This is an optimization exercise on Yosys and OpenROAD, whose aim is small area, not a production implementation. Function was checked by simulation only, so behaviour that the tests miss may differ from the original. Power figures rest on the tool's default switching activity, not on a simulated workload.

==> design.v <==
module egcoding(
	input wire clk,
	input wire rst,
	input wire rx,
	output wire tx
);
	localparam S_IDLE  = 4'd0;
	localparam S_RLEN  = 4'd1;
	localparam S_RDATA = 4'd2;
	localparam S_WRITE = 4'd3;
	localparam S_FETCH = 4'd4;
	localparam S_RUN   = 4'd5;
	localparam S_END   = 4'd6;
	localparam S_RESP  = 4'd8;
	localparam S_TX    = 4'd9;
	localparam S_CNT   = 4'd10;
	reg[3:0] state;
	reg[511:0] ra, rb;
	reg[5:0] ph;
	wire[7:0] ra_out = ra[511:504];
	wire[7:0] rb_out = rb[511:504];
	wire umode = state[3];    
	reg ubusy;
	reg[3:0] baud, bitn;
	reg[7:0] sr;              
	reg bor;                  
	wire udone = ubusy && bitn == 4'd9 && baud == {3'b111, umode};
	wire ushift = ubusy && bitn != 4'd0 && bitn != 4'd9 && baud == {umode, 3'b111};
	wire rxv = ubusy && !umode && bitn == 4'd8 && baud == 4'd8;
	wire rxend = udone && !umode;
	assign tx = !(ubusy && umode) || bitn == 4'd9 || (bitn != 4'd0 && (sr[0] ^ bor));
	reg[6:0] i;
	reg[6:0] len_in;
	reg mcomp;
	reg[7:0] cur;
	reg[3:0] p;       
	reg[3:0] bc;      
	reg zm;           
	reg dry;          
	wire[7:0] inc = rb_out + 8'd1;
	wire[7:0] ld = mcomp ? inc : rb_out;
	reg[2:0] msb;
	integer k;
	always @(*) begin
		msb = 3'd0;
		for (k = 1; k < 8; k = k + 1)
			if (ld[k]) msb = k;
	end
	wire cbit = cur[mcomp ? p[2:0] : bc[2:0]];
	wire ebit = cbit && !p[3];
	wire code_done = p == 4'd0 && (zm || cbit);
	wire used = mcomp ? p == 4'd15 : bc[2:0] == 3'd0;
	wire hit = ph == i[5:0];
	wire wslot = state == S_WRITE && hit;
	wire copy = state == S_RESP && dry;
	wire beyond = !len_in[6] && ph >= len_in[5:0];
	reg txgo;
	reg cnt;
	always @(*) begin
		txgo = 0;
		cnt = 0;
		case (state)
		S_IDLE: txgo = rxend && sr[1];
		S_RUN: begin
			if (mcomp) begin
				txgo = !dry && bc[2:0] == 3'd7;
				cnt = dry && bc == 4'd0;
			end else begin
				txgo = !dry && code_done;
				cnt = dry && code_done;
			end
		end
		S_FETCH: cnt = dry && !mcomp && i[6];
		S_END: txgo = dry || !mcomp || (bc != 4'd0 && bc[2:0] == 3'd7);
		S_CNT: txgo = udone && dry;
		default: ;
		endcase
	end
	always @(posedge clk) begin
		ph <= ph + 6'd1;
		ra <= {ra[503:0], wslot ? cur : ra_out};
		rb <= {rb[503:0], copy ? (beyond ? {8{mcomp}} : ra_out) : rb_out};
	end
	always @(posedge clk) begin
		if (ubusy || cnt) begin
			baud <= baud + 4'd1;
			if (baud == 4'd15)
				bitn <= bitn + 4'd1;
		end
		if (udone)
			ubusy <= 0;
		if (!ubusy && !rx || txgo || state == S_IDLE && rxend && sr[1:0] == 2'd1) begin
			baud <= 4'd0;
			bitn <= 4'd0;
		end
		if (!ubusy && !rx || txgo)
			ubusy <= 1;
		if (ushift) begin
			sr <= {rx && !umode, sr[7:1]};
			bor <= bor && !sr[0];
		end
		if (txgo)
			bor <= state == S_IDLE || !mcomp && !dry && (state == S_RUN || state == S_END);
		case (state)
		S_IDLE: if (rxend) begin
			case (sr[1:0])
			2'd0: state <= S_RLEN;
			2'd1: begin
				dry <= 1;
				i <= 7'd0;
				bc <= 4'd0;
				p <= 4'd0;
				zm <= 0;
				state <= S_FETCH;
			end
			default: begin
				mcomp <= !sr[0];
				dry <= 1;
				sr <= {1'b0, sr[7:1]};
				state <= S_RESP;
			end
			endcase
		end
		S_RLEN: if (rxv) begin
			len_in <= sr[6:0];
			i <= 7'h7f;
			state <= S_RDATA;
		end
		S_RDATA: begin
			if (i == len_in) begin
				if (!ubusy || !bitn[3])
					state <= S_IDLE;
			end else if (rxv) begin
				cur <= sr;
				state <= S_WRITE;
			end
		end
		S_WRITE: if (hit) begin
			i <= i + 7'd1;
			state <= S_RDATA;
		end
		S_RESP: if (udone)
			state <= S_IDLE;
		S_FETCH: begin
			if (i[6])
				state <= S_END;
			else if (hit) begin
				if (mcomp && rb_out == 8'hff)
					state <= S_END;
				else begin
					cur <= ld;
					if (mcomp)
						p <= {msb, 1'b0};
					i <= i + 7'd1;
					state <= S_RUN;
				end
			end
		end
		S_RUN: begin
			bc <= bc + 4'd1;
			p <= p - 4'd1;
			if (mcomp) begin
				if (!dry)
					sr <= {ebit, sr[7:1]};
				if (txgo)
					state <= S_TX;
				else if (p == 4'd0)
					state <= S_FETCH;
			end else begin
				if (!zm && cbit) begin
					zm <= 1;
					p <= ~p;
				end
				if (!dry && (zm || cbit))
					sr <= {sr[6:0], cbit};
				if (code_done) begin
					zm <= 0;
					p <= 4'd0;
				end
				if (txgo)
					state <= S_TX;
				else if (bc[2:0] == 3'd7)
					state <= S_FETCH;
			end
		end
		S_TX: if (udone)
			state <= used ? S_FETCH : S_RUN;
		S_END: begin
			if (dry) begin
				sr <= {bitn, baud};
				state <= S_CNT;
			end else if (!mcomp)
				state <= S_RESP;
			else if (bc == 4'd0)
				state <= S_IDLE;
			else begin
				bc <= bc + 4'd1;
				sr <= {1'b0, sr[7:1]};
				if (txgo)
					state <= S_TX;
			end
		end
		S_CNT: if (udone) begin
			if (dry)
				dry <= 0;
			else begin
				i <= 7'd0;
				bc <= 4'd0;
				p <= 4'd0;
				zm <= 0;
				state <= S_FETCH;
			end
		end
		default: state <= S_IDLE;
		endcase
		if (!rst) begin
			state <= S_IDLE;
			ubusy <= 0;
		end
	end
endmodule
==> flow/run.sh <==
#!/bin/bash
# The standard layout, with two changes:
#  - synthesis maps with an area-only ABC script (flow/synth.tcl,
#    flow/area.script) in place of ORFS's, which buffers and upsizes for
#    speed; the registers are the standard synthesis's;
#  - TritonCTS runs without dummy loads, with small clusters of clkbuf_8;
#  - clock nets may be routed from met1 up (the platform's default starts at
#    met3, whose wires have more capacitance).
# Each tool's log is under orfs/logs; make's own output is in standard.log.
set -euo pipefail
export MY_ABC_SCRIPT=$PWD/flow/area.script
bash standard.sh "SYNTH_SCRIPT=$PWD/flow/synth.tcl" "MIN_CLK_ROUTING_LAYER=met1" "CTS_ARGS=-sink_clustering_enable -repair_clock_nets -dont_use_dummy_load -buf_list sky130_fd_sc_hd__clkbuf_8 -sink_clustering_size 22 -sink_clustering_max_diameter 45" finish > standard.log 2>&1
==> flow/area.script <==
strash
&get -n
&fraig -x
&put
scorr
dc2
&get -n
&deepsyn -T 60
&put
dch -f
map -a
strash
dch -f
amap
topo
==> flow/synth.tcl <==
proc synth {args} { yosys synth -nofsm -noshare {*}$args }
# The standard synthesis (synth_recipe.tcl), but with ABC mapping by an
# area-only script (flow/area.script) in place of ORFS's, which also
# buffers and upsizes for speed.
proc abc {args} {
  set i [lsearch $args -script]
  if {$i >= 0} { set args [lreplace $args $i [expr {$i + 1}] -script $::env(MY_ABC_SCRIPT)] }
  set j [lsearch $args -D]
  if {$j >= 0} { set args [lreplace $args $j [expr {$j + 1}]] }
  yosys abc {*}$args
}
source $::env(SCRIPTS_DIR)/synth.tcl
# left out here: clear keep_hierarchy, flatten, clean up, hide names made inside functions, write 1_2_yosys.v
==> standard.sh <==
#!/bin/bash
# synth_recipe.tcl (not shown) runs the flow's synth.tcl, then flattens the netlist and writes it again
# the make line also repeats each setting of config.mk as NAME=value (left out here)
make -C /OpenROAD-flow-scripts/flow DESIGN_CONFIG=/design/flow/config.mk WORK_HOME=/design/flow/orfs CLKGATE_MAP_FILE= SYNTH_SCRIPT=/design/flow/synth_recipe.tcl "${@:-finish}"
==> config.mk <==
export PLATFORM = sky130hd
export DESIGN_NAME = egcoding
export DESIGN_NICKNAME = egcoding
export VERILOG_FILES = /design/flow/design.v
export SDC_FILE = /design/flow/constraint.sdc
export NUM_CORES = 4
export LEC_CHECK = 0
export ABC_AREA = 1
export CAP_MARGIN = 20
export CORE_MARGIN = 2
export CORE_UTILIZATION = 70
export SLEW_MARGIN = 20
==> constraint.sdc <==
create_clock -name core_clock -period 12.0 [get_ports {clk}]
set_input_delay 2.4000 -clock core_clock [delete_from_list [all_inputs] [get_ports {clk}]]
set_output_delay 2.4000 -clock core_clock [all_outputs]
set_load 0.01 [all_outputs]
==> notes.md, run 1 <==
setup ws final 7066 ps; NumNets Final 1579; Area Overhead vs Synth 5.900%; maximum clock path buffer count 3; Final setup viols 0; slowest cell delay on critical path 900 ps; ys flop type dfxtp_1; Max Fclk 0.2027 GHz; PwrDens 195.4 nW/um2; RSZ-0062 raised after global routing false; clock root buffer clkbuf_8; post-route ant nets 0; crit end category flop; logic gate share of total power 0.004; max cap viols 0; Flop pwr share 0.722; post-synth top area cell dfxtp_1; Die H between 150 and 200 um; Post-CTS Hold Fix Bufs 0; critical path data arrival time 5410 ps; Yosys reg bits about 1100; worst relative slew slack 0.2281; TritonCTS clock tree done; Core ar. 34370 um2; routed length per instance 16.95 um; Core Util, Final 0.7487; Synthesized Nets about 1500; Worst-Margin Slew 1149 ps; via count 9784; CP Launch Type flop; Die Wd 190.3 um; post-route setup TNS 0 ps; Slew Limit Fails 0; initial antenna violation count 0; Async SR Flop Fraction 0; Tot GR Track Use 0.1963; Ys Warns 1; CTS Buf Count roughly 60; post_cts resized 0; Yosys cell types 36; Post-DP HPWL 21.30 mm; cell repeated most along the worst path nand3_1; vias in the first global route 9873; Syn Inst Count about 1500; Boundary Pins 4; Worst Skew 71.72 ps; register area share after synthesis 0.9078; largest cells by area after synthesis dfxtp_1 (87%), edfxtp_1 (4.2%), clkinv_1 (1.3%); largest net degree at the start of global routing 23; post-route insts no fill 2008; # Post-CTS Setup Buffers 0; outcome finished clean; final instance area 25740 um2; post-synth top area share 0.8658; clock power share 0.275; Leak Pwr 9.993 nW; # rows 68; synth cell count leaders dfxtp_1 (1051), clkinv_1 (87), nor2_1 (60); antenna cells 0; Buf/Inv on CP 2; Syn Area/Cell between 15 and 20 um2; synthesized area approximately 24000 um2; WL final 34.05 mm; Num Clock Sinks 1085; Post-synth EDFFs 34; Reg clk slew, reported paths 120 ps; Hold Vio Cnt, Final 0; CP max FO 14; first-pass GRT wire length 54.58 mm; dpl ws 7235 ps; Clock Latency Late Sink 670 ps; die area between 30000 and 40000 um2; Final min period 4934 ps; CP max-delay cell nor3_1; switch share 0.1900; switching power ~960 uW; maximum VDD drop 0.1495 mV; placed cells 1949; Int Power 4.074 mW; Port Buffers 3; Initial Utilization 0.7070; ratio of cells with drive above 1 in the final layout 0.03992; H-tree depth 2; drt pass-1 iters 5; Tot Pwr around 5.0 mW; DRC 0; Initial DRC Count between 500 and 600; crit path kind reg -> reg; fin crit share 0.4112; WHS 289.3 ps; RePlAce Congestion between 0.8 and 0.9; Via density 4.873; placed inst area 24920 um2; GRT overflow 0; worst min path class reg -> reg; kind of cell adding the most delay to the critical path simple AND/OR/NAND/NOR gates; top-count cell post-synth dfxtp_1; WP data required 12480 ps; Critical Path, Cell by Cell clkinv_1 -> o22ai_1 -> o22ai_1 -> nand2_1 -> a21oi_1 -> a31oi_1 -> o21ai_0 -> nor3_1 -> clkinv_1 -> nand3_1 -> nand3_1 -> nor2_1 -> nand3_1 -> o221ai_1 -> a21oi_1
-- registers in the layout (all words and copies together) (netlist names) --
register / flops
bitn: 4
ph: 6
dry: 1
zm: 1
mcomp: 1
i: 7
baud: 4
bor: 1
sr: 8
state: 4
p: 4
rb: 512
ra: 512
cur: 8
len_in: 7
ubusy: 1
bc: 4
-- power by group through the flow --
stage                     Sequential, mW  Clock (mW)  Combinational (mW)
after detailed placement            3.71           0              0.0183
after floorplan                     3.71           0              0.0122
after global routing                3.63        1.53              0.0205
after CTS                           3.63        1.41              0.0185
final                               3.63        1.38              0.0185
after global placement              3.71           0              0.0185
-- layout by cell type, fill, tap and decap left out, types with 2 or more instances in the layout --
master	instances
nor2_1	60
nand4_1	3
a221oi_1	5
or2_0	4
a22oi_1	3
clkinv_1	87
o22ai_1	31
a31oi_1	16
buf_4	3
dfxtp_1	1051
nand2_1	30
or3_1	3
o21a_1	8
clkbuf_8	59
o22a_1	8
nor2b_1	4
edfxtp_1	34
a221o_1	4
o32ai_1	2
clkdlybuf4s50_1	3
a211oi_1	7
ha_1	21
a222oi_1	2
o221ai_1	9
o21ai_0	34
nor3_1	22
nand3_1	11
nor4_1	3
o311ai_0	2
a21oi_1	15
-- per-layer routing --
metal / vias up / GRT usage / routed length [um]
met3: 4 / 0.008097 / 843
li1: 4921 / - / -
met5: - / 0 / 0
met2: 135 / 0.3373 / 16410
met4: 0 / 0.002683 / 38
met1: 4724 / 0.2994 / 16750
-- path summary, 6_finish.rpt --
| kind | slack [ps] | startpoint | cells past startpoint | to |
|---|---|---|---|---|
| setup / recovery | 7070 | mcomp | 15 | sr[0] |
| hold / removal | 290 | ra[265] | 0 | ra[273] |
| setup reg to reg | 7070 | mcomp | 15 | sr[0] |
| hold reg to reg | 290 | ra[265] | 0 | ra[273] |
-- logic make-up after synthesis --
| logic type | after synthesis | synth area share |
|---|---|---|
| adder cells (fa/ha/maj) | 21 | 0.01081 |
| buffers and inverters | 87 | 0.01344 |
| AND/OR/NAND/NOR | 143 | 0.02605 |
| AO/OA/AOI/OAI | 152 | 0.04191 |
| flip-flops | 1085 | 0.9078 |
-- worst reg2reg max path, cell delays in order, from the launching register on --
cell and delay [ps]:
edfxtp_1 650, clkinv_1 460, o22ai_1 440, o22ai_1 120, nand2_1 90, a21oi_1 60
a31oi_1 220, o21ai_0 140, nor3_1 900, clkinv_1 330, nand3_1 170, nand3_1 110
nor2_1 420, nand3_1 350, o221ai_1 270, a21oi_1 60
-- cell type report --
class	instances	area (um2)
clock buffer	59	812.0
fill	1896	8637
multi-input combinational	316	1914
inverter	87	326.6
sequential	1085	22060
timing repair buffer	6	52.55
tap	455	569.3
==> inputs of run 2 (changes only) <==
--- a/config.mk
+++ b/config.mk
@@ -9,4 +9,4 @@
 export CAP_MARGIN = 20
 export CORE_MARGIN = 2
-export CORE_UTILIZATION = 70
+export CORE_UTILIZATION = 72
 export SLEW_MARGIN = 20
==> run 2 against run 1 <==
  * Sequential cell count unchanged
  * Worst hold slack worse by 2.1 ps
  * Fmax up 1.5%
  * Clock skew is 6.3 ps higher
  * Wire length rose by 8.4%
  * Register-to-register slack improved by 660 ps
  * Core utilization rose by 2.2 points
  * Critical path depth is 11 lower
  * Synthesized cell count stayed put
  * Via count up 1.4%
  * Clock-buffer cell count fell by 1
  * Synthesized area unchanged
  * Critical path type is now reg -> out
  * Critical endpoint is now tx
==> notes.md, run 2 <==
# rows 67 (was 68); Int Power 4.067 mW (was 4.074 mW); Post-DP HPWL 23.52 mm (was 21.30 mm); post-route ant nets 0 (unchanged); Initial DRC Count 795 (was 584); commonest cells after routing, fill and taps aside dfxtp_1 (1051), clkinv_1 (87), nor2_1 (60), clkbuf_8 (58) (was dfxtp_1 (1051), clkinv_1 (87), nor2_1 (60), clkbuf_8 (59)); CP max FO 6 (was 14); register area share after synthesis 0.9078 (unchanged); Syn Area/Cell 16.33 um2 (unchanged); Buf/Inv on CP 2 (unchanged); Layout fillers 1773 (was 1896); Die H 187.7 um (was 190.3 um); GRT overflow 0 (unchanged); WP data required 9600 ps (was 12480 ps); Slew Limit Fails 0 (unchanged); Die Wd 187.7 um (was 190.3 um); Num Clock Sinks 1085 (unchanged); worst relative slew slack 0.2800 (was 0.2281); post-route setup TNS 0 ps (unchanged); post_cts resized 0 (unchanged); RSZ-0062 raised after global routing false (unchanged); kind of cell adding the most delay to the critical path buffers and inverters (was simple AND/OR/NAND/NOR gates); H-tree depth 2 (unchanged); initial antenna violation count 0 (unchanged); max cap viols 0 (unchanged); critical path data arrival time 2460 ps (was 5410 ps); PwrDens 195.8 nW/um2 (was 195.4 nW/um2); Worst-Margin Slew 1078 ps (was 1149 ps); Clock Latency Late Sink 670 ps (about the same); routed length per instance 18.43 um (was 16.95 um); Critical Path, Cell by Cell clkinv_1 -> ha_1 -> o21ai_0 -> clkdlybuf4s50_1 (was clkinv_1 -> o22ai_1 -> o22ai_1 -> nand2_1 -> a21oi_1 -> a31oi_1 -> o21ai_0 -> nor3_1 -> clkinv_1 -> nand3_1 -> nand3_1 -> nor2_1 -> nand3_1 -> o221ai_1 -> a21oi_1); commonest non-fill, non-tap cell in the layout dfxtp_1 (unchanged); Final setup viols 0 (unchanged); Reg clk slew, reported paths 120 ps (about the same); Post-CTS Hold Fix Bufs 0 (unchanged); Hold Vio Cnt, Final 0 (unchanged); Leak Pwr 9.992 nW (was 9.993 nW); maximum VDD drop 0.1559 mV (was 0.1495 mV); Flop pwr share 0.721 (was 0.722); Initial Utilization 0.7284 (was 0.7070); die area 35240 um2 (was 36220 um2); Core ar. 33360 um2 (was 34370 um2); r2r endpoint bitn[0] (was sr[0]); setup ws final 7140 ps (was 7066 ps); hold depth 0 (unchanged); synthesized area 24300 um2 (unchanged); CP max-delay cell clkdlybuf4s50_1 (was nor3_1); crit path kind reg -> out (was reg -> reg); top-count cell post-synth dfxtp_1 (unchanged); crit end category output port (was flop); R2R cell count 16 (was 15); vias in the first global route 10260 (was 9873); dpl ws 7806 ps (was 7235 ps); ratio of cells with drive above 1 in the final layout 0.03992 (unchanged); WL final 36.89 mm (was 34.05 mm); flop-to-flop setup slack 7730 ps (was 7070 ps); largest cells by area after synthesis dfxtp_1 (87%), edfxtp_1 (4.2%), clkinv_1 (1.3%) (unchanged); synth cell count leaders dfxtp_1 (1051), clkinv_1 (87), nor2_1 (60) (unchanged); Port Buffers 3 (unchanged); Reg2Reg Launch Point mcomp (unchanged); Largest regs ra (512), rb (512) (unchanged); Area Overhead vs Synth 5.838% (was 5.900%); post-synth top area cell dfxtp_1 (unchanged); Yosys cell types 36 (unchanged); # Post-CTS Setup Buffers 0 (unchanged); Final min period 4860 ps (was 4934 ps); post-synth top area share 0.8658 (unchanged); switching power 969.5 uW (was 955.3 uW); ys flop type dfxtp_1 (unchanged); post-route insts no fill 2001 (was 2008); Async SR Flop Fraction 0 (unchanged); Worst Skew 77.99 ps (was 71.72 ps); clock power share 0.276 (was 0.275); Tot GR Track Use 0.2167 (was 0.1963); outcome finished clean (unchanged); logic gate share of total power 0.004 (about the same); DRC 0 (unchanged); Synthesized Nets 1512 (unchanged); TritonCTS clock tree done (unchanged); Boundary Pins 4 (unchanged); RePlAce Congestion 0.8757 (was 0.8595); Syn Inst Count 1488 (unchanged); Post-synth EDFFs 34 (unchanged); placed cells 1943 (was 1949); worst min path class reg -> reg (unchanged); hold_sp rb[24] (was ra[265]); switch share 0.1925 (was 0.1900); CTS Buf Count 58 (was 59); Max Fclk 0.2058 GHz (was 0.2027 GHz); via count 9922 (was 9784); WHS Endpoint rb[32] (was ra[273]); largest net degree at the start of global routing 23 (unchanged); clock root buffer clkbuf_8 (unchanged); first-pass GRT wire length 58.15 mm (was 54.58 mm); maximum clock path buffer count 3 (unchanged); drt pass-1 iters 5 (unchanged); NumNets Final 1579 (unchanged); antenna cells 0 (unchanged); CP Launch Type flop (unchanged); slowest cell delay on critical path 570 ps (was 900 ps); Yosys reg bits 1085 (unchanged); fin crit share 0.4050 (was 0.4112); Via density 4.959 (was 4.873); Ys Warns 1 (unchanged)
## run 2: kinds of logic after synthesis
logic type               after synthesis  synth area share
buffers and inverters                 87           0.01344
AO/OA/AOI/OAI                        152           0.04191
adder cells (fa/ha/maj)               21           0.01081
AND/OR/NAND/NOR                      143           0.02605
flip-flops                          1085            0.9078
## run 2: through the flow
step / power, mW / area [um2] / util / hold WS [ps]
floorplan: 3.720 / 24300 / - / 309.6
global placement: 3.731 / 24920 / 0.7470 / 309.7
detailed placement: 3.730 / 24920 / 0.7470 / 312.1
CTS: 5.052 / 25720 / 0.7709 / 285.2
global route: 5.167 / 25720 / 0.7709 / 278.8
finish: 5.036 / 25720 / 0.7709 / 287.2
## run 2: layout make-up
| class | count | area [um2] | area share |
|---|---|---|---|
| Clock buffer | 58 | 798.3 | 0.03104 |
| Inverter | 87 | 326.6 | 0.01270 |
| Multi-Input combinational cell | 316 | 1914 | 0.07443 |
| Tap cell | 448 | 560.5 | 0.02179 |
| Timing Repair Buffer | 7 | 60.06 | 0.002335 |
| Sequential cell | 1085 | 22060 | 0.8577 |
## run 2: power by group through the flow
stage	clock (mW)	sequential, mW	combinational (mW)
floorplan	0	3.71	0.0122
global placement	0	3.71	0.0190
CTS	1.40	3.63	0.0185
detailed placement	0	3.71	0.0185
global route	1.51	3.63	0.0206
finish	1.39	3.63	0.0185
## run 2: worst max path at each step
stage          startpoint       to  slack (ps)  cells past startpoint
3_3_place_gp        sr[0]       tx        7820                      4
6_report            sr[0]       tx        7140                      4
3_5_place_dp        mcomp  baud[2]        7810                     16
2_1_floorplan       mcomp    sr[0]        8470                     15
4_1_cts             sr[0]       tx        7070                      4
5_1_grt             sr[0]       tx        7090                      4
## run 2: routing by layer
metal / track usage / share of wire
met2: 0.3823 / 0.49
met1: 0.3087 / 0.47
met3: 0.01310 / 0.031
met5: 0 / 0
met4: 0.02847 / 0.017
==> inputs of run 3 (changes only) <==
--- a/flow/run.sh
+++ b/flow/run.sh
@@ -10,3 +10,3 @@
 set -euo pipefail
 export MY_ABC_SCRIPT=$PWD/flow/area.script
-bash standard.sh "SYNTH_SCRIPT=$PWD/flow/synth.tcl" "MIN_CLK_ROUTING_LAYER=met1" "CTS_ARGS=-sink_clustering_enable -repair_clock_nets -dont_use_dummy_load -buf_list sky130_fd_sc_hd__clkbuf_8 -sink_clustering_size 22 -sink_clustering_max_diameter 45" finish > standard.log 2>&1
+bash standard.sh "SYNTH_SCRIPT=$PWD/flow/synth.tcl" "MIN_CLK_ROUTING_LAYER=met1" "CTS_ARGS=-sink_clustering_enable -repair_clock_nets -dont_use_dummy_load -buf_list sky130_fd_sc_hd__buf_4 -sink_clustering_size 12 -sink_clustering_max_diameter 30" finish > standard.log 2>&1
--- a/config.mk
+++ b/config.mk
@@ -9,4 +9,4 @@
 export CAP_MARGIN = 20
 export CORE_MARGIN = 2
-export CORE_UTILIZATION = 72
+export CORE_UTILIZATION = 70
 export SLEW_MARGIN = 20
==> run 3 against run 2 <==
  * Worst hold slack got worse by 32 ps
  * Die area increased by 2.8%
  * Sequential share of layout area decreased by 0.35 points
==> notes.md, run 3 <==
outcome finished clean (unchanged); maximum VDD drop 0.1334 mV (was 0.1559 mV); WL final 34.00 mm (was 36.89 mm); Buf/Inv on CP 2 (unchanged); Port Buffers 3 (unchanged); multiplexer area fraction after synthesis 0 (unchanged); kind of cell adding the most delay to the critical path buffers and inverters (unchanged); Largest regs ra (512), rb (512) (unchanged); RSZ-0062 raised after global routing false (unchanged); CP max-delay cell clkdlybuf4s50_1 (unchanged); dpl ws 7235 ps (was 7806 ps); crit path to tx (unchanged); max cap viols 0 (unchanged); ys flop type dfxtp_1 (unchanged); Reg clk slew, reported paths 100 ps (was 120 ps); register area share after synthesis 0.9078 (unchanged); Worst-Margin Slew 1108 ps (was 1078 ps); clock root buffer buf_4 (was clkbuf_8); vias in the first global route 10190 (was 10260); die area 36220 um2 (was 35240 um2); Post-CTS Hold Fix Bufs 0 (unchanged); Syn Inst Count 1488 (unchanged); commonest non-fill, non-tap cell in the layout dfxtp_1 (unchanged); Num Clock Sinks 1085 (unchanged); top-count cell post-synth dfxtp_1 (unchanged); Area Overhead vs Synth 6.276% (was 5.838%); synth cell count leaders dfxtp_1 (1051), clkinv_1 (87), nor2_1 (60) (unchanged); Post-synth EDFFs 34 (unchanged); ratio of cells with drive above 1 in the final layout 0.07621 (was 0.03992); Post-Synth Simple-Gate Area 0.02605 (unchanged); final instance area 25830 um2 (was 25720 um2); Synth Area in Compound Gates 0.04191 (unchanged); hold depth 0 (unchanged); Boundary Pins 4 (unchanged); placed inst area 24920 um2 (about the same); Die H 190.3 um (was 187.7 um); Slew Limit Fails 0 (unchanged); Critical Path, Cell by Cell clkinv_1 -> ha_1 -> o21ai_0 -> clkdlybuf4s50_1 (unchanged); first-pass GRT wire length 55.08 mm (was 58.15 mm); Core ar. 34370 um2 (was 33360 um2); post_cts resized 0 (unchanged); Ys Warns 1 (unchanged); critical path data arrival time 2510 ps (was 2460 ps); # Post-CTS Setup Buffers 0 (unchanged); post-route setup TNS 0 ps (unchanged); PwrDens 198.4 nW/um2 (was 195.8 nW/um2); Yosys cell types 36 (unchanged); Worst Skew 78.30 ps (was 77.99 ps); Yosys reg bits 1085 (unchanged); Clock Latency Late Sink 710 ps (was 670 ps); CP Launch Type flop (unchanged); Tot GR Track Use 0.1974 (was 0.2167); Initial DRC Count 503 (was 795); Tot Pwr 5.124 mW (was 5.036 mW); Final min period 4908 ps (was 4860 ps); Layout fillers 1956 (was 1773); RePlAce Congestion 0.8595 (was 0.8757); worst relative slew slack 0.2554 (was 0.2800); Initial Utilization 0.7070 (was 0.7284); XOR/XNOR Fraction of Synth Area 0 (unchanged); largest cells by area after synthesis dfxtp_1 (87%), edfxtp_1 (4.2%), clkinv_1 (1.3%) (unchanged); Leak Pwr 10.15 nW (was 9.992 nW); Worst path depth 4 (unchanged); worst min path class reg -> reg (unchanged); Async SR Flop Fraction 0 (unchanged); commonest cells after routing, fill and taps aside dfxtp_1 (1051), buf_4 (123), clkinv_1 (87), nor2_1 (60) (was dfxtp_1 (1051), clkinv_1 (87), nor2_1 (60), clkbuf_8 (58)); CTS Buf Count 120 (was 58); initial antenna violation count 1 (was 0); fin crit share 0.4090 (was 0.4050); maximum clock path buffer count 3 (unchanged); TritonCTS clock tree done (unchanged); flop-to-flop setup slack 7110 ps (was 7730 ps); Synthesized Nets 1512 (unchanged); Post-DP HPWL 21.30 mm (was 23.52 mm); synthesized area 24300 um2 (unchanged); drt pass-1 iters 5 (unchanged); post-route insts no fill 2070 (was 2001); routed length per instance 16.42 um (was 18.43 um); Via density 4.844 (was 4.959); H-tree depth 3 (was 2); Die Wd 190.3 um (was 187.7 um); Syn Area/Cell 16.33 um2 (unchanged); adder-cell share of the synthesized area 0.01081 (unchanged); WP data required 9600 ps (about the same); placed cells 1949 (was 1943); crit path from sr[0] (unchanged); post-synth top area cell dfxtp_1 (unchanged); largest family of logic cells by synthesized area compound AO/OA/AOI/OAI gates (unchanged); post-route ant nets 0 (unchanged); Hold Vio Cnt, Final 0 (unchanged); post-synth top area share 0.8658 (unchanged); Max Fclk 0.2038 GHz (was 0.2058 GHz); NumNets Final 1640 (was 1579); Reg2Reg Launch Point mcomp (unchanged); GRT overflow 0 (unchanged); crit path kind reg -> out (unchanged); CP max FO 6 (unchanged); via count 10030 (was 9922); slowest cell delay on critical path 570 ps (about the same); r2r endpoint sr[0] (was bitn[0]); # rows 68 (was 67); DRC 0 (unchanged); Final setup viols 0 (unchanged); R2R cell count 15 (was 16); setup ws final 7092 ps (was 7140 ps); crit end category output port (unchanged); largest net degree at the start of global routing 18 (was 23)
run 3: area by class of cell:
class                   count  area [um2]  share of cell area
clock buffers             120       900.9             0.03488
well taps                 455       569.3             0.02204
flip-flops and latches   1085       22060              0.8542
inverters                  87       326.6             0.01264
diodes                      1       2.502          0.00009689
multi-input cells         316        1914             0.07412
repair buffers              6       52.55            0.002035
run 3: how the worst min path moves through the flow:
stage,from,endpoint,slack (ps)
2_1_floorplan,ra[92],ra[100],310
3_3_place_gp,rb[275],rb[283],310
3_5_place_dp,ra[121],ra[129],310
4_1_cts,ra[49],ra[57],240
5_1_grt,ra[49],ra[57],250
6_report,ra[49],ra[57],260
run 3: power by group:
part,internal [mW],switching (mW)
Clock,0.503,0.974
Sequential,3.62,0.00694
Combinational,0.00729,0.0112
Total,4.13,0.992
run 3: cells by family after synthesis:
kind of cell | Yosys count
AOI/OAI and AO/OA | 152
adders and majority gates | 21
and+or+nand+nor | 143
buffers and inverters | 87
DFF | 1085
run 3: routing by layer:
| metal | routed length [um] | global-route usage |
|---|---|---|
| met5 | 0 | 0 |
| met4 | 172 | 0.007752 |
| met3 | 974 | 0.008465 |
| met2 | 16250 | 0.3358 |
| met1 | 16600 | 0.3018 |
run 3: per-stage QoR:
stage / utilization / hold WS (ps)
after detailed placement: 0.7251 / 312.1
after floorplan: - / 309.6
after global placement: 0.7251 / 310.4
final: 0.7514 / 255.4
after global routing: 0.7514 / 252.0
after CTS: 0.7513 / 241.7
==> inputs of run 4 (changes only) <==
--- a/flow/run.sh
+++ b/flow/run.sh
@@ -10,3 +10,3 @@
 set -euo pipefail
 export MY_ABC_SCRIPT=$PWD/flow/area.script
-bash standard.sh "SYNTH_SCRIPT=$PWD/flow/synth.tcl" "MIN_CLK_ROUTING_LAYER=met1" "CTS_ARGS=-sink_clustering_enable -repair_clock_nets -dont_use_dummy_load -buf_list sky130_fd_sc_hd__buf_4 -sink_clustering_size 12 -sink_clustering_max_diameter 30" finish > standard.log 2>&1
+bash standard.sh "SYNTH_SCRIPT=$PWD/flow/synth.tcl" "MIN_CLK_ROUTING_LAYER=met1" "CTS_ARGS=-sink_clustering_enable -repair_clock_nets -dont_use_dummy_load -buf_list sky130_fd_sc_hd__clkbuf_4 -sink_clustering_size 12 -sink_clustering_max_diameter 30" finish > standard.log 2>&1
==> run 4 against run 3 <==
  * Register-to-register slack worse by 50 ps
  * Setup slack lost 110 ps
  * Wire length fell by 0.45%
  * Via count grew 1.2%
  * Core utilization unchanged
  * Synthesized cell count stayed put
  * Die area is the same
  * Fmax shrank 2.2%
  * Final cell count unchanged
  * Clock power decreased by 4%
  * Sequential power barely moved
  * Sequential share of layout area stayed put
  * Critical endpoint unchanged
  * Largest power group unchanged
  * Highest routed layer unchanged
==> notes.md, run 4 <==
vias in the first global route 10190 (unchanged); crit end category output port (unchanged); Via density 4.900 (was 4.844); PwrDens 196.1 nW/um2 (was 198.4 nW/um2); CP max FO 6 (unchanged); Initial DRC Count 567 (was 503); TritonCTS clock tree done (unchanged); first-pass GRT wire length 54.93 mm (was 55.08 mm); post-route ant nets 0 (unchanged); maximum clock path buffer count 3 (unchanged); post-synth top area share 0.8658 (unchanged); RePlAce Congestion 0.8595 (unchanged); Die Wd 190.3 um (unchanged); Ys Warns 1 (unchanged); commonest non-fill, non-tap cell in the layout dfxtp_1 (unchanged); Slew Limit Fails 0 (unchanged); fin crit share 0.4180 (was 0.4090); initial antenna violation count 1 (unchanged); Largest regs ra (512), rb (512) (unchanged); worst min path class reg -> reg (unchanged); Port Buffers 3 (unchanged); Final min period 5016 ps (was 4908 ps); Leak Pwr 10.12 nW (was 10.15 nW); Post-DP HPWL 21.30 mm (unchanged); max cap viols 0 (unchanged); Post-synth EDFFs 34 (unchanged); Post-CTS Hold Fix Bufs 0 (unchanged); WL final 33.84 mm (was 34.00 mm); Synthesized Nets 1512 (unchanged); routed length per instance 16.35 um (was 16.42 um); clock root buffer clkbuf_4 (was buf_4); register area share after synthesis 0.9078 (unchanged); Die H 190.3 um (unchanged); ratio of cells with drive above 1 in the final layout 0.07621 (unchanged); Area Overhead vs Synth 6.276% (unchanged); Num Clock Sinks 1085 (unchanged); via count 10140 (was 10030); GRT overflow 0 (unchanged); # Post-CTS Setup Buffers 0 (unchanged); ys flop type dfxtp_1 (unchanged); WP data required 9600 ps (about the same); die area 36220 um2 (unchanged); Initial Utilization 0.7070 (unchanged); dpl ws 7235 ps (unchanged); Reg clk slew, reported paths 110 ps (was 100 ps); critical path data arrival time 2620 ps (was 2510 ps); Clock Latency Late Sink 810 ps (was 710 ps); NumNets Final 1640 (unchanged); Worst-Margin Slew 1102 ps (was 1108 ps); Yosys reg bits 1085 (unchanged); maximum VDD drop 0.1301 mV (was 0.1334 mV); Hold Vio Cnt, Final 0 (unchanged); worst relative slew slack 0.2594 (was 0.2554); Async SR Flop Fraction 0 (unchanged); Boundary Pins 4 (unchanged); synth cell count leaders dfxtp_1 (1051), clkinv_1 (87), nor2_1 (60) (unchanged); Core ar. 34370 um2 (unchanged); CTS Buf Count 120 (unchanged); Max Fclk 0.1993 GHz (was 0.2038 GHz); Layout fillers 1956 (unchanged); synthesized area 24300 um2 (unchanged); commonest cells after routing, fill and taps aside dfxtp_1 (1051), clkbuf_4 (120), clkinv_1 (87), nor2_1 (60) (was dfxtp_1 (1051), buf_4 (123), clkinv_1 (87), nor2_1 (60)); # rows 68 (unchanged); H-tree depth 3 (unchanged); Final setup viols 0 (unchanged); top-count cell post-synth dfxtp_1 (unchanged); crit path kind reg -> out (unchanged); Syn Area/Cell 16.33 um2 (unchanged); Worst Skew 86.95 ps (was 78.30 ps); largest net degree at the start of global routing 18 (unchanged); RSZ-0062 raised after global routing false (unchanged); drt pass-1 iters 5 (unchanged); post_cts resized 0 (unchanged); post-synth top area cell dfxtp_1 (unchanged); post-route setup TNS 0 ps (unchanged); CP Launch Type flop (unchanged); setup ws final 6984 ps (was 7092 ps); Tot GR Track Use 0.1971 (was 0.1974); DRC 0 (unchanged); Yosys cell types 36 (unchanged); largest cells by area after synthesis dfxtp_1 (87%), edfxtp_1 (4.2%), clkinv_1 (1.3%) (unchanged); outcome finished clean (unchanged); flop-to-flop setup slack 7060 ps (was 7110 ps); Syn Inst Count 1488 (unchanged)
==> run 4: path summary, 6_finish.rpt <==
path,from,endpoint,cells past startpoint
setup reg to reg,mcomp,sr[5],15
hold reg to reg,ra[49],ra[57],0
setup / recovery,sr[0],tx,4
hold / removal,ra[49],ra[57],0
==> run 4: worst max-delay path: stages (launching register included) <==
cell and delay, ps:
dfxtp_1 500, clkinv_1 210, ha_1 330, o21ai_0 200, clkdlybuf4s50_1 570
==> run 4: final cells by class <==
cell class / instances / area [um2] / area share
Inverter: 87 / 326.6 / 0.01264
Clock buffer: 120 / 900.9 / 0.03488
Multi-Input combinational cell: 316 / 1914 / 0.07412
Tap cell: 455 / 569.3 / 0.02204
Antenna cell: 1 / 2.502 / 0.00009689
Timing Repair Buffer: 6 / 52.55 / 0.002035
Sequential cell: 1085 / 22060 / 0.8542
==> run 4: cell families (layout without fill, tap and decap cells) <==
kind of cell	after synthesis	after routing	share of synthesized area
simple gates	143	143	0.02605
flops	1085	1085	0.9078
fa+ha+maj	21	21	0.01081
buf+inv	87	213	0.01344
compound gates	152	152	0.04191
other cells	0	1	0
==> run 4: through the flow <==
stage | cells | power (mW) | area, um2 | util | hold slack [ps]
3_5_place_dp | 1949 | 3.730 | 24920 | 0.7251 | 312.1
6_report | 2070 | 5.065 | 25830 | 0.7514 | 256.0
4_1_cts | 2069 | 5.117 | 25820 | 0.7513 | 235.1
5_1_grt | 2070 | 5.247 | 25830 | 0.7514 | 239.7
3_3_place_gp | 1949 | 3.730 | 24920 | 0.7251 | 310.4
2_1_floorplan | 1488 | 3.720 | 24300 | - | 309.6
==> run 4: power by group <==
group	switching (mW)	internal (mW)	total (mW)	leakage [nW]
clock network	0.960	0.458	1.42	0.552
registers	0.00704	3.62	3.63	8.79
logic	0.0115	0.00730	0.0188	0.777
total	0.978	4.09	5.07	10.1
==> run 4: metal layers <==
metal / wire length, um / track usage / vias up
met4: 167 / 0.007454 / 0
met5: 0 / 0 / -
met3: 1134 / 0.008649 / 17
li1: - / - / 5105
met1: 16340 / 0.3005 / 4836
met2: 16210 / 0.3361 / 186
==> inputs of run 5 (changes only) <==
--- a/flow/run.sh
+++ b/flow/run.sh
@@ -10,3 +10,3 @@
 set -euo pipefail
 export MY_ABC_SCRIPT=$PWD/flow/area.script
-bash standard.sh "SYNTH_SCRIPT=$PWD/flow/synth.tcl" "MIN_CLK_ROUTING_LAYER=met1" "CTS_ARGS=-sink_clustering_enable -repair_clock_nets -dont_use_dummy_load -buf_list sky130_fd_sc_hd__clkbuf_4 -sink_clustering_size 12 -sink_clustering_max_diameter 30" finish > standard.log 2>&1
+bash standard.sh "SYNTH_SCRIPT=$PWD/flow/synth.tcl" "MIN_CLK_ROUTING_LAYER=met1" "CTS_ARGS=-sink_clustering_enable -repair_clock_nets -dont_use_dummy_load -buf_list sky130_fd_sc_hd__buf_6 -sink_clustering_size 18 -sink_clustering_max_diameter 40" finish > standard.log 2>&1
==> run 5 against run 4 <==
  * Largest power group unchanged
  * Global-route usage shrank 0.21 points
  * Final cell count decreased by 2.0%
  * Critical path type is now reg -> reg
  * Still clean
  * Largest cell class unchanged
  * Critical path depth grew 11
==> notes.md, run 5 <==
outcome finished clean (unchanged); die area 36220 um2 (unchanged); clock root buffer buf_6 (was clkbuf_4); critical path data arrival time 5300 ps (was 2620 ps); # Post-CTS Setup Buffers 0 (unchanged); largest cells by area after synthesis dfxtp_1 (87%), edfxtp_1 (4.2%), clkinv_1 (1.3%) (unchanged); final instance area 25820 um2 (was 25830 um2); maximum VDD drop 0.1513 mV (was 0.1301 mV); CTS Buf Count 80 (was 120); commonest cells after routing, fill and taps aside dfxtp_1 (1051), clkinv_1 (87), buf_6 (80), nor2_1 (60) (was dfxtp_1 (1051), clkbuf_4 (120), clkinv_1 (87), nor2_1 (60)); RePlAce Congestion 0.8595 (unchanged); TritonCTS clock tree done (unchanged); synth cell count leaders dfxtp_1 (1051), clkinv_1 (87), nor2_1 (60) (unchanged); Worst-Margin Slew 1109 ps (was 1102 ps); WL final 33.62 mm (was 33.84 mm); Worst path depth 15 (was 4); R2R cell count 15 (unchanged); commonest non-fill, non-tap cell in the layout dfxtp_1 (unchanged); Reg clk slew, reported paths 100 ps (was 110 ps); placed inst area 24920 um2 (unchanged); Clock Latency Late Sink 610 ps (was 810 ps); H-tree depth 3 (unchanged); Port Buffers 3 (unchanged); Syn Inst Count 1488 (unchanged); Post-DP HPWL 21.30 mm (unchanged); # rows 68 (unchanged); Critical Path, Cell by Cell clkinv_1 -> o22ai_1 -> o22ai_1 -> nand2_1 -> a21oi_1 -> a31oi_1 -> o21ai_0 -> nor3_1 -> clkinv_1 -> nand3_1 -> nand3_1 -> nor2_1 -> nand3_1 -> o221ai_1 -> a21oi_1 (was clkinv_1 -> ha_1 -> o21ai_0 -> clkdlybuf4s50_1); Yosys reg bits 1085 (unchanged); Ys Warns 1 (unchanged); crit end category flop (was output port); fin crit share 0.4125 (was 0.4180); setup ws final 7050 ps (was 6984 ps); post-route setup TNS 0 ps (unchanged); dpl ws 7235 ps (unchanged); Initial DRC Count 615 (was 567); PwrDens 199.2 nW/um2 (was 196.1 nW/um2); Largest regs ra (512), rb (512) (unchanged); Boundary Pins 4 (unchanged); cell repeated most along the worst path nand3_1; first-pass GRT wire length 54.12 mm (was 54.93 mm); Initial Utilization 0.7070 (unchanged); DRC 0 (unchanged); Buf/Inv on CP 2 (unchanged); Core ar. 34370 um2 (unchanged); synthesized area 24300 um2 (unchanged); antenna cells 0 (was 1); via count 9872 (was 10140); largest net degree at the start of global routing 19 (was 18); GRT overflow 0 (unchanged); Synthesized Nets 1512 (unchanged); CP max FO 14 (was 6); ys flop type dfxtp_1 (unchanged); routed length per instance 16.57 um (was 16.35 um); Die Wd 190.3 um (unchanged); Final min period 4950 ps (was 5016 ps); Syn Area/Cell 16.33 um2 (unchanged); post_cts resized 0 (unchanged); maximum clock path buffer count 3 (unchanged); Slew Limit Fails 0 (unchanged); Yosys cell types 36 (unchanged); Post-synth EDFFs 34 (unchanged); WHS 274.5 ps (was 256.0 ps); Max Fclk 0.2020 GHz (was 0.1993 GHz); drt pass-1 iters 5 (unchanged); WP data required 12350 ps (was 9600 ps); Tot Pwr 5.144 mW (was 5.065 mW); post-synth top area share 0.8658 (unchanged); crit path kind reg -> reg (was reg -> out); register area share after synthesis 0.9078 (unchanged); hold depth 0 (unchanged); Via density 4.865 (was 4.900); NumNets Final 1600 (was 1640); Die H 190.3 um (unchanged); vias in the first global route 9904 (was 10190); worst relative slew slack 0.2552 (was 0.2594); Leak Pwr 10.05 nW (was 10.12 nW); Async SR Flop Fraction 0 (unchanged); Worst Skew 94.84 ps (was 86.95 ps); Final setup viols 0 (unchanged); Area Overhead vs Synth 6.266% (was 6.276%); post-synth top area cell dfxtp_1 (unchanged); kind of cell adding the most delay to the critical path simple AND/OR/NAND/NOR gates (was buffers and inverters); Num Clock Sinks 1085 (unchanged); CP Launch Type flop (unchanged); max cap viols 0 (unchanged); ratio of cells with drive above 1 in the final layout 0.05273 (was 0.07621); slowest cell delay on critical path 870 ps (was 570 ps); Hold Vio Cnt, Final 0 (unchanged); initial antenna violation count 0 (was 1); Tot GR Track Use 0.1950 (was 0.1971); worst min path class reg -> reg (unchanged); top-count cell post-synth dfxtp_1 (unchanged); Post-CTS Hold Fix Bufs 0 (unchanged); CP max-delay cell nor3_1 (was clkdlybuf4s50_1); post-route ant nets 0 (unchanged); RSZ-0062 raised after global routing false (unchanged)
==> run 5: cell counts after synthesis <==
Identical to the previous run, type by type.
==> run 5: logic make-up (layout without fill, tap and decap cells) <==
logic type | count (synthesis) | count (layout) | synth area share
DFF | 1085 | 1085 | 0.9078
AOI/OAI and AO/OA | 152 | 152 | 0.04191
and+or+nand+nor | 143 | 143 | 0.02605
buffers and inverters | 87 | 173 | 0.01344
adders and majority gates | 21 | 21 | 0.01081
==> run 5: area by class of cell <==
| cell class | count | area [um2] |
|---|---|---|
| fill | 1918 | 8548 |
| sequential | 1085 | 22060 |
| inverter | 87 | 326.6 |
| timing repair buffer | 6 | 52.55 |
| tap | 455 | 569.3 |
| clock buffer | 80 | 900.9 |
| multi-input combinational | 316 | 1914 |
==> run 5: worst paths after layout <==
check | startpoint | endpoint | slack (ps)
worst max-delay path | mcomp | sr[0] | 7050
worst min-delay path | rb[1] | rb[9] | 270
worst max register to register | mcomp | sr[0] | 7050
worst min register to register | rb[1] | rb[9] | 270
==> run 5: worst reg2reg max path, stage by stage, from the launching register on <==
cell,delay [ps]
edfxtp_1,660
clkinv_1,450
o22ai_1,440
o22ai_1,130
nand2_1,90
a21oi_1,70
a31oi_1,220
o21ai_0,140
nor3_1,870
clkinv_1,330
nand3_1,160
nand3_1,110
nor2_1,430
nand3_1,360
o221ai_1,260
a21oi_1,60
==> run 5: metal layers <==
metal | vias up | GRT usage | share of wire
met2 | 179 | 0.3324 | 0.48
met5 | - | 0 | 0
met1 | 4695 | 0.2968 | 0.49
met3 | 16 | 0.01012 | 0.032
met4 | 0 | 0.006559 | 0.0040
li1 | 4982 | - | -
==> run 5: metrics by stage <==
stage               cells    util
floorplan            1488       -
global placement     1949  0.7251
detailed placement   1949  0.7251
CTS                  2029  0.7513
global route         2029  0.7513
finish               2029  0.7513
==> run 5: power breakdown <==
| part | internal, mW | leakage, nW | switching (mW) |
|---|---|---|---|
| Sequential | 3.62 | 8.79 | 0.00692 |
| Clock | 0.516 | 0.484 | 0.980 |
| Combinational | 0.00729 | 0.777 | 0.0113 |
==> inputs of run 6 (changes only) <==
--- a/flow/run.sh
+++ b/flow/run.sh
@@ -10,3 +10,3 @@
 set -euo pipefail
 export MY_ABC_SCRIPT=$PWD/flow/area.script
-bash standard.sh "SYNTH_SCRIPT=$PWD/flow/synth.tcl" "MIN_CLK_ROUTING_LAYER=met1" "CTS_ARGS=-sink_clustering_enable -repair_clock_nets -dont_use_dummy_load -buf_list sky130_fd_sc_hd__buf_6 -sink_clustering_size 18 -sink_clustering_max_diameter 40" finish > standard.log 2>&1
+bash standard.sh "SYNTH_SCRIPT=$PWD/flow/synth.tcl" "MIN_CLK_ROUTING_LAYER=met1" "CTS_ARGS=-sink_clustering_enable -repair_clock_nets -dont_use_dummy_load -buf_list sky130_fd_sc_hd__buf_4 -sink_clustering_size 14 -sink_clustering_max_diameter 34" finish > standard.log 2>&1
==> run 6 against run 5 <==
  * Non-clock buffer count unchanged
  * Critical path type unchanged
  * Global-route usage down 0.30 points
  * Final area down 0.25%
==> notes.md, run 6 <==
outcome finished clean (unchanged); CP max FO 13 (was 14); Post-DP HPWL 20.48 mm (was 21.30 mm); Final setup viols 0 (unchanged); WP data required 12470 ps (was 12350 ps); Clock Latency Late Sink 690 ps (was 610 ps); Synthesized Nets 1519 (was 1512); PwrDens 196.3 nW/um2 (was 199.2 nW/um2); NumNets Final 1636 (was 1600); Yosys reg bits 1085 (unchanged); worst relative slew slack 0.2594 (was 0.2552); drt pass-1 iters 5 (unchanged); register area share after synthesis 0.9073 (was 0.9078); Via density 4.851 (was 4.865); die area 36240 um2 (was 36220 um2); RSZ-0062 raised after global routing false (unchanged); final instance area 25760 um2 (was 25820 um2); routed length per instance 15.88 um (was 16.57 um); Area Overhead vs Synth 5.943% (was 6.266%); max cap viols 0 (unchanged); # rows 68 (unchanged); Reg clk slew, reported paths 110 ps (was 100 ps); fin crit share 0.3927 (was 0.4125); Syn Inst Count 1495 (was 1488); Hold Vio Cnt, Final 0 (unchanged); Initial Utilization 0.7074 (was 0.7070); commonest non-fill, non-tap cell in the layout dfxtp_1 (unchanged); Worst Skew 102.9 ps (was 94.84 ps); synth cell count leaders dfxtp_1 (1051), clkinv_1 (84), nor2_1 (65) (was dfxtp_1 (1051), clkinv_1 (87), nor2_1 (60)); Leak Pwr 10.13 nW (was 10.05 nW); ratio of cells with drive above 1 in the final layout 0.06957 (was 0.05273); flip-flop and latch area 22060 um2 (unchanged); largest net degree at the start of global routing 18 (was 19); Slew Limit Fails 0 (unchanged); hold_sp rb[16] (was rb[1]); CP Launch Type flop (unchanged); Post-CTS Hold Fix Bufs 0 (unchanged); Core ar. 34370 um2 (unchanged); multi-input logic area 1938 um2 (was 1914 um2); H-tree depth 3 (unchanged); WHS Endpoint rb[24] (was rb[9]); first-pass GRT wire length 53.79 mm (was 54.12 mm); via count 10030 (was 9872); maximum clock path buffer count 3 (unchanged); R2R cell count 17 (was 15); Syn Area/Cell 16.26 um2 (was 16.33 um2); crit path kind reg -> reg (unchanged); ys flop type dfxtp_1 (unchanged); r2r endpoint state[2] (was sr[0]); crit end category flop (unchanged); WL final 32.82 mm (was 33.62 mm); hold depth 0 (unchanged); post-route setup TNS 0 ps (unchanged); post-synth top area share 0.8653 (was 0.8658); Num Clock Sinks 1085 (unchanged); DRC 0 (unchanged); maximum VDD drop 0.1534 mV (was 0.1513 mV); synthesized area 24310 um2 (was 24300 um2); Yosys cell types 35 (was 36); Layout fillers 1978 (was 1918); post-route ant nets 0 (unchanged); # Post-CTS Setup Buffers 0 (unchanged); clock root buffer buf_4 (was buf_6); RePlAce Congestion 0.8613 (was 0.8595); vias in the first global route 10180 (was 9904); Initial DRC Count 512 (was 615); top-count cell post-synth dfxtp_1 (unchanged); flop-to-flop setup slack 7290 ps (was 7050 ps); post_cts resized 0 (unchanged); commonest cells after routing, fill and taps aside dfxtp_1 (1051), buf_4 (112), clkinv_1 (84), nor2_1 (65), o21ai_0 (37) (was dfxtp_1 (1051), clkinv_1 (87), buf_6 (80), nor2_1 (60)); post-synth top area cell dfxtp_1 (unchanged); placed inst area 24940 um2 (was 24920 um2); worst min path class reg -> reg (unchanged); Port Buffers 3 (unchanged); initial antenna violation count 2 (was 0); TritonCTS clock tree done (unchanged); Async SR Flop Fraction 0 (unchanged); Die Wd 190.4 um (was 190.3 um); Die H 190.4 um (was 190.3 um); GRT overflow 0 (unchanged); Ys Warns 1 (unchanged); CTS Buf Count 109 (was 80); Final min period 4712 ps (was 4950 ps); critical path data arrival time 5190 ps (was 5300 ps); Post-synth EDFFs 34 (unchanged); Reg2Reg Launch Point mcomp (unchanged); Boundary Pins 4 (unchanged); Tot GR Track Use 0.1920 (was 0.1950); Worst-Margin Slew 1099 ps (was 1109 ps); Max Fclk 0.2122 GHz (was 0.2020 GHz); largest cells by area after synthesis dfxtp_1 (87%), edfxtp_1 (4.2%), clkinv_1 (1.3%) (unchanged); Largest regs ra (512), rb (512) (unchanged)
==> run 6: cell count changes in the layout (fill, tap and decap cells not counted), moves of 4 or more <==
| cell | change |
|---|---|
| buf_4 | +109 |
| a221o_1 | -4 |
| buf_6 | -80 |
| o22ai_1 | +4 |
| nor2_1 | +5 |
| a2111oi_0 | +5 |
| a221oi_1 | -4 |
==> run 6: logic make-up (layout without fill, tap and decap cells) <==
kind of cell	count (synthesis)	after routing	synth area share
AO/OA/AOI/OAI	152	152	0.04060
AND/OR/NAND/NOR	153	153	0.02830
buffers and inverters	84	199	0.01297
adder cells (fa/ha/maj)	21	21	0.01081
other	0	2	0
flip-flops	1085	1085	0.9073
==> run 6: final cells by class <==
cell class | instances | area share
diodes | 2 | 0.0001943
well taps | 455 | 0.02210
repair buffers | 6 | 0.002040
clock buffers | 109 | 0.03177
flip-flops and latches | 1085 | 0.8564
inverters | 84 | 0.01224
multi-input cells | 326 | 0.07524
==> run 6: power by group <==
part / switching, mW / internal [mW] / total, mW
Combinational: 0.00998 / 0.00585 / 0.0158
Sequential: 0.00533 / 3.62 / 3.63
Clock: 0.956 / 0.459 / 1.42
==> run 6: how the worst max path moves through the flow <==
| stage | startpoint | endpoint | slack [ps] | depth (start not counted) |
|---|---|---|---|---|
| after floorplan | mcomp | bitn[2] | 7650 | 13 |
| after global placement | mcomp | state[2] | 7600 | 17 |
| after detailed placement | mcomp | state[2] | 7360 | 17 |
| after CTS | bitn[0] | tx | 7180 | 6 |
| after global routing | mcomp | state[2] | 6760 | 17 |
| final | mcomp | state[2] | 7290 | 17 |
==> run 6: metal layers <==
layer	routed length, um	up-vias	global-route usage
met1	16060	4795	0.2868
met3	935	30	0.009569
met2	15420	146	0.3271
met4	398	0	0.02027
li1	-	5055	-
met5	0	-	0
==> run 6: through the flow <==
step / power [mW] / setup WS [ps] / util / cells / hold slack, ps
after CTS: 5.112 / 7181 / 0.7493 / 2065 / 245.2
after global routing: 5.235 / 6756 / 0.7493 / 2066 / 252.5
after detailed placement: 3.725 / 7363 / 0.7255 / 1956 / 312.1
final: 5.058 / 7288 / 0.7494 / 2067 / 262.9
after floorplan: 3.717 / 7650 / - / 1495 / 309.6
after global placement: 3.725 / 7603 / 0.7255 / 1956 / 310.3
==> run 6: critical path, stage by stage (launching register included) <==
cell,delay [ps]
edfxtp_1,580
clkinv_1,420
o22ai_1,460
clkinv_1,220
o22ai_1,190
o22ai_1,90
o21ai_0,330
clkinv_1,160
o21ai_0,220
or3_1,420
o22ai_1,180
a2111oi_0,380
buf_4,230
clkinv_1,70
o21ai_0,200
or2_0,220
a31o_1,120
o21ai_0,80
==> inputs of run 7 (changes only) <==
--- a/flow/run.sh
+++ b/flow/run.sh
@@ -1,8 +1,8 @@
 #!/bin/bash
-# The standard layout, with two changes:
+# The standard layout, with three changes:
 #  - synthesis maps with an area-only ABC script (flow/synth.tcl,
 #    flow/area.script) in place of ORFS's, which buffers and upsizes for
 #    speed; the registers are the standard synthesis's;
-#  - TritonCTS runs without dummy loads, with small clusters of clkbuf_8;
+#  - TritonCTS runs without dummy loads, with small clusters of buf_4;
 #  - clock nets may be routed from met1 up (the platform's default starts at
 #    met3, whose wires have more capacitance).
==> run 7 against run 6 <==
  * Final area is essentially flat
  * Synthesized cell count shrank 0.47%
  * Synthesized area is essentially flat
  * Wire length grew 3.2%
  * Total power is essentially flat
  * Sequential power is essentially flat
  * Highest routed layer unchanged
  * Critical path type unchanged
  * Die area is essentially flat
  * Global-route usage grew 0.46 points
  * Critical path depth shrank 2
  * Core utilization shrank 0.066 points
==> notes.md, run 7 <==
CP max FO 14 (was 13); GRT overflow 0 (unchanged); Ys Warns 1 (unchanged); clock root buffer buf_4 (unchanged); NumNets Final 1628 (was 1636); Port Buffers 3 (unchanged); Largest regs ra (512), rb (512) (unchanged); Yosys reg bits 1085 (unchanged); outcome finished clean (unchanged); Reg clk slew, reported paths 110 ps (about the same); via count 10070 (was 10030); Layout fillers 1982 (was 1978); placed inst area 24920 um2 (was 24940 um2); TritonCTS clock tree done (unchanged); setup ws final 6936 ps (was 7288 ps); routed length per instance 16.46 um (was 15.88 um); vias in the first global route 10140 (was 10180); Num Clock Sinks 1085 (unchanged); synth cell count leaders dfxtp_1 (1051), clkinv_1 (87), nor2_1 (60) (was dfxtp_1 (1051), clkinv_1 (84), nor2_1 (65)); post-synth top area share 0.8658 (was 0.8653); CTS Buf Count 108 (was 109); Leak Pwr 10.09 nW (was 10.13 nW); worst min path class reg -> reg (unchanged); DRC 0 (unchanged); Slew Limit Fails 0 (unchanged); WP data required 12490 ps (was 12470 ps); Worst-Margin Slew 1112 ps (was 1099 ps); Post-CTS Hold Fix Bufs 0 (unchanged); final instance area 25740 um2 (was 25760 um2); Die H 190.3 um (was 190.4 um); Tot GR Track Use 0.1966 (was 0.1920); Final min period 5064 ps (was 4712 ps); Via density 4.893 (was 4.851); fin crit share 0.4220 (was 0.3927); post-synth top area cell dfxtp_1 (unchanged); H-tree depth 3 (unchanged); WL final 33.88 mm (was 32.82 mm); # rows 68 (unchanged); maximum VDD drop 0.1398 mV (was 0.1534 mV); Core ar. 34370 um2 (unchanged); Post-DP HPWL 21.30 mm (was 20.48 mm); hold depth 0 (unchanged); commonest cells after routing, fill and taps aside dfxtp_1 (1051), buf_4 (111), clkinv_1 (87), nor2_1 (60) (was dfxtp_1 (1051), buf_4 (112), clkinv_1 (84), nor2_1 (65), o21ai_0 (37)); CP Launch Type flop (unchanged); # Post-CTS Setup Buffers 0 (unchanged); maximum clock path buffer count 3 (unchanged); Post-synth EDFFs 34 (unchanged); die area 36220 um2 (was 36240 um2); post-route setup TNS 0 ps (unchanged); Syn Area/Cell 16.33 um2 (was 16.26 um2); post-route ant nets 0 (unchanged); commonest non-fill, non-tap cell in the layout dfxtp_1 (unchanged); ys flop type dfxtp_1 (unchanged); Max Fclk 0.1975 GHz (was 0.2122 GHz); PwrDens 196.7 nW/um2 (was 196.3 nW/um2); ratio of cells with drive above 1 in the final layout 0.06929 (was 0.06957); register area share after synthesis 0.9078 (was 0.9073); largest net degree at the start of global routing 18 (unchanged); Async SR Flop Fraction 0 (unchanged); Core Util, Final 0.7488 (was 0.7494); Final setup viols 0 (unchanged); Hold Vio Cnt, Final 0 (unchanged); crit end category flop (unchanged); initial antenna violation count 1 (was 2); synthesized area 24300 um2 (was 24310 um2); R2R cell count 15 (was 17); Clock Latency Late Sink 720 ps (was 690 ps); Area Overhead vs Synth 5.905% (was 5.943%); Syn Inst Count 1488 (was 1495); Boundary Pins 4 (unchanged); RSZ-0062 raised after global routing false (unchanged); max cap viols 0 (unchanged); critical path data arrival time 5550 ps (was 5190 ps); drt pass-1 iters 5 (unchanged); worst relative slew slack 0.2528 (was 0.2594); Synthesized Nets 1512 (was 1519); Initial Utilization 0.7070 (was 0.7074); post_cts resized 0 (unchanged); Die Wd 190.3 um (was 190.4 um); placed cells 1949 (was 1956); top-count cell post-synth dfxtp_1 (unchanged); Yosys cell types 36 (was 35); crit path kind reg -> reg (unchanged); Worst Skew 86.49 ps (was 102.9 ps); RePlAce Congestion 0.8595 (was 0.8613); post-route insts no fill 2058 (was 2067); Initial DRC Count 498 (was 512); first-pass GRT wire length 54.70 mm (was 53.79 mm); largest cells by area after synthesis dfxtp_1 (87%), edfxtp_1 (4.2%), clkinv_1 (1.3%) (unchanged); dpl ws 7235 ps (was 7363 ps)
## run 7: logic make-up (layout without fill, tap and decap cells)
family | count (synthesis) | in the layout | share of synthesized area
adders and majority gates | 21 | 21 | 0.01081
other | 0 | 1 | 0
AOI/OAI and AO/OA | 152 | 152 | 0.04191
buffers and inverters | 87 | 201 | 0.01344
and+or+nand+nor | 143 | 143 | 0.02605
DFF | 1085 | 1085 | 0.9078
## run 7: layer usage
metal	track usage	up-vias	part of all wire
met5	0	-	0
met4	0.01252	0	0.0074
met3	0.008649	22	0.035
met2	0.3352	208	0.48
met1	0.2976	4811	0.48
li1	-	5029	-
## run 7: worst paths after layout
kind / start / endpoint / slack, ps
max: mcomp / sr[0] / 6940
min: ra[448] / ra[456] / 280
max reg2reg: mcomp / sr[0] / 6940
min reg2reg: ra[448] / ra[456] / 280
## run 7: where the power goes
part | switching (mW) | total (mW) | internal [mW]
clock network | 0.959 | 1.41 | 0.455
registers | 0.00700 | 3.63 | 3.62
logic | 0.0114 | 0.0187 | 0.00729
total | 0.978 | 5.06 | 4.08
## run 7: area by class of cell
cell class	count	area (um2)	share of cell area
Sequential cell	1085	22060	0.8572
Multi-Input combinational cell	316	1914	0.07438
Antenna cell	1	2.502	0.00009723
Tap cell	455	569.3	0.02212
Timing Repair Buffer	6	52.55	0.002042
Inverter	87	326.6	0.01269
Clock buffer	108	810.8	0.03150
## run 7: worst max-delay path, stage by stage, from the launching register on
cell	delay, ps
edfxtp_1	680
clkinv_1	470
o22ai_1	450
o22ai_1	140
nand2_1	100
a21oi_1	60
a31oi_1	230
o21ai_0	150
nor3_1	870
clkinv_1	330
nand3_1	170
nand3_1	110
nor2_1	430
nand3_1	360
o221ai_1	270
a21oi_1	70
## run 7: metrics by stage
| step | power (mW) | hold WS [ps] |
|---|---|---|
| floorplan | 3.720 | 309.6 |
| global placement | 3.730 | 310.4 |
| detailed placement | 3.730 | 312.1 |
| CTS | 5.112 | 261.2 |
| global route | 5.237 | 256.9 |
| finish | 5.062 | 275.7 |

==> what the ideal ports hide <==
How much do the figures lean on ideal ports? The routed layouts below were timed once more, with nothing changed but the port constraints. Step 1, drivers: a clkbuf_16 drives clk and a buf_2 each remaining input, both assumed. Step 2 adds t to the input delays and takes it off the output delays; t is the mean of the earliest and latest rising clock arrival at the registers after step 1. Input paths then give back, and output paths get back, about the clock's delay inside the block. Three values: ideal, step 1, step 2; two values: the first two.
run	shift t [ns]	setup slack, ns	worst setup path at the end	clock arrival spread, ns	worst register clock-pin slew, ns
run 1	0.681	7.066 / 7.066 / 7.066	register to register	0.072 / 0.073	0.12 / 0.12
run 2	0.672	7.140 / 7.095 / 7.735	register to register	0.079 / 0.079	0.13 / 0.13
run 3	0.717	7.092 / 7.049 / 7.115	register to register	0.084 / 0.084	0.11 / 0.11
run 4	0.812	6.984 / 6.940 / 7.060	register to register	0.094 / 0.094	0.12 / 0.12
run 5	0.604	7.050 / 7.050 / 7.050	register to register	0.095 / 0.095	0.11 / 0.11
run 6	0.679	7.288 / 7.269 / 7.288	register to register	0.106 / 0.106	0.12 / 0.12
run 7	0.713	6.936 / 6.936 / 6.936	register to register	0.095 / 0.095	0.12 / 0.12
After both steps every run listed still meets setup and hold.
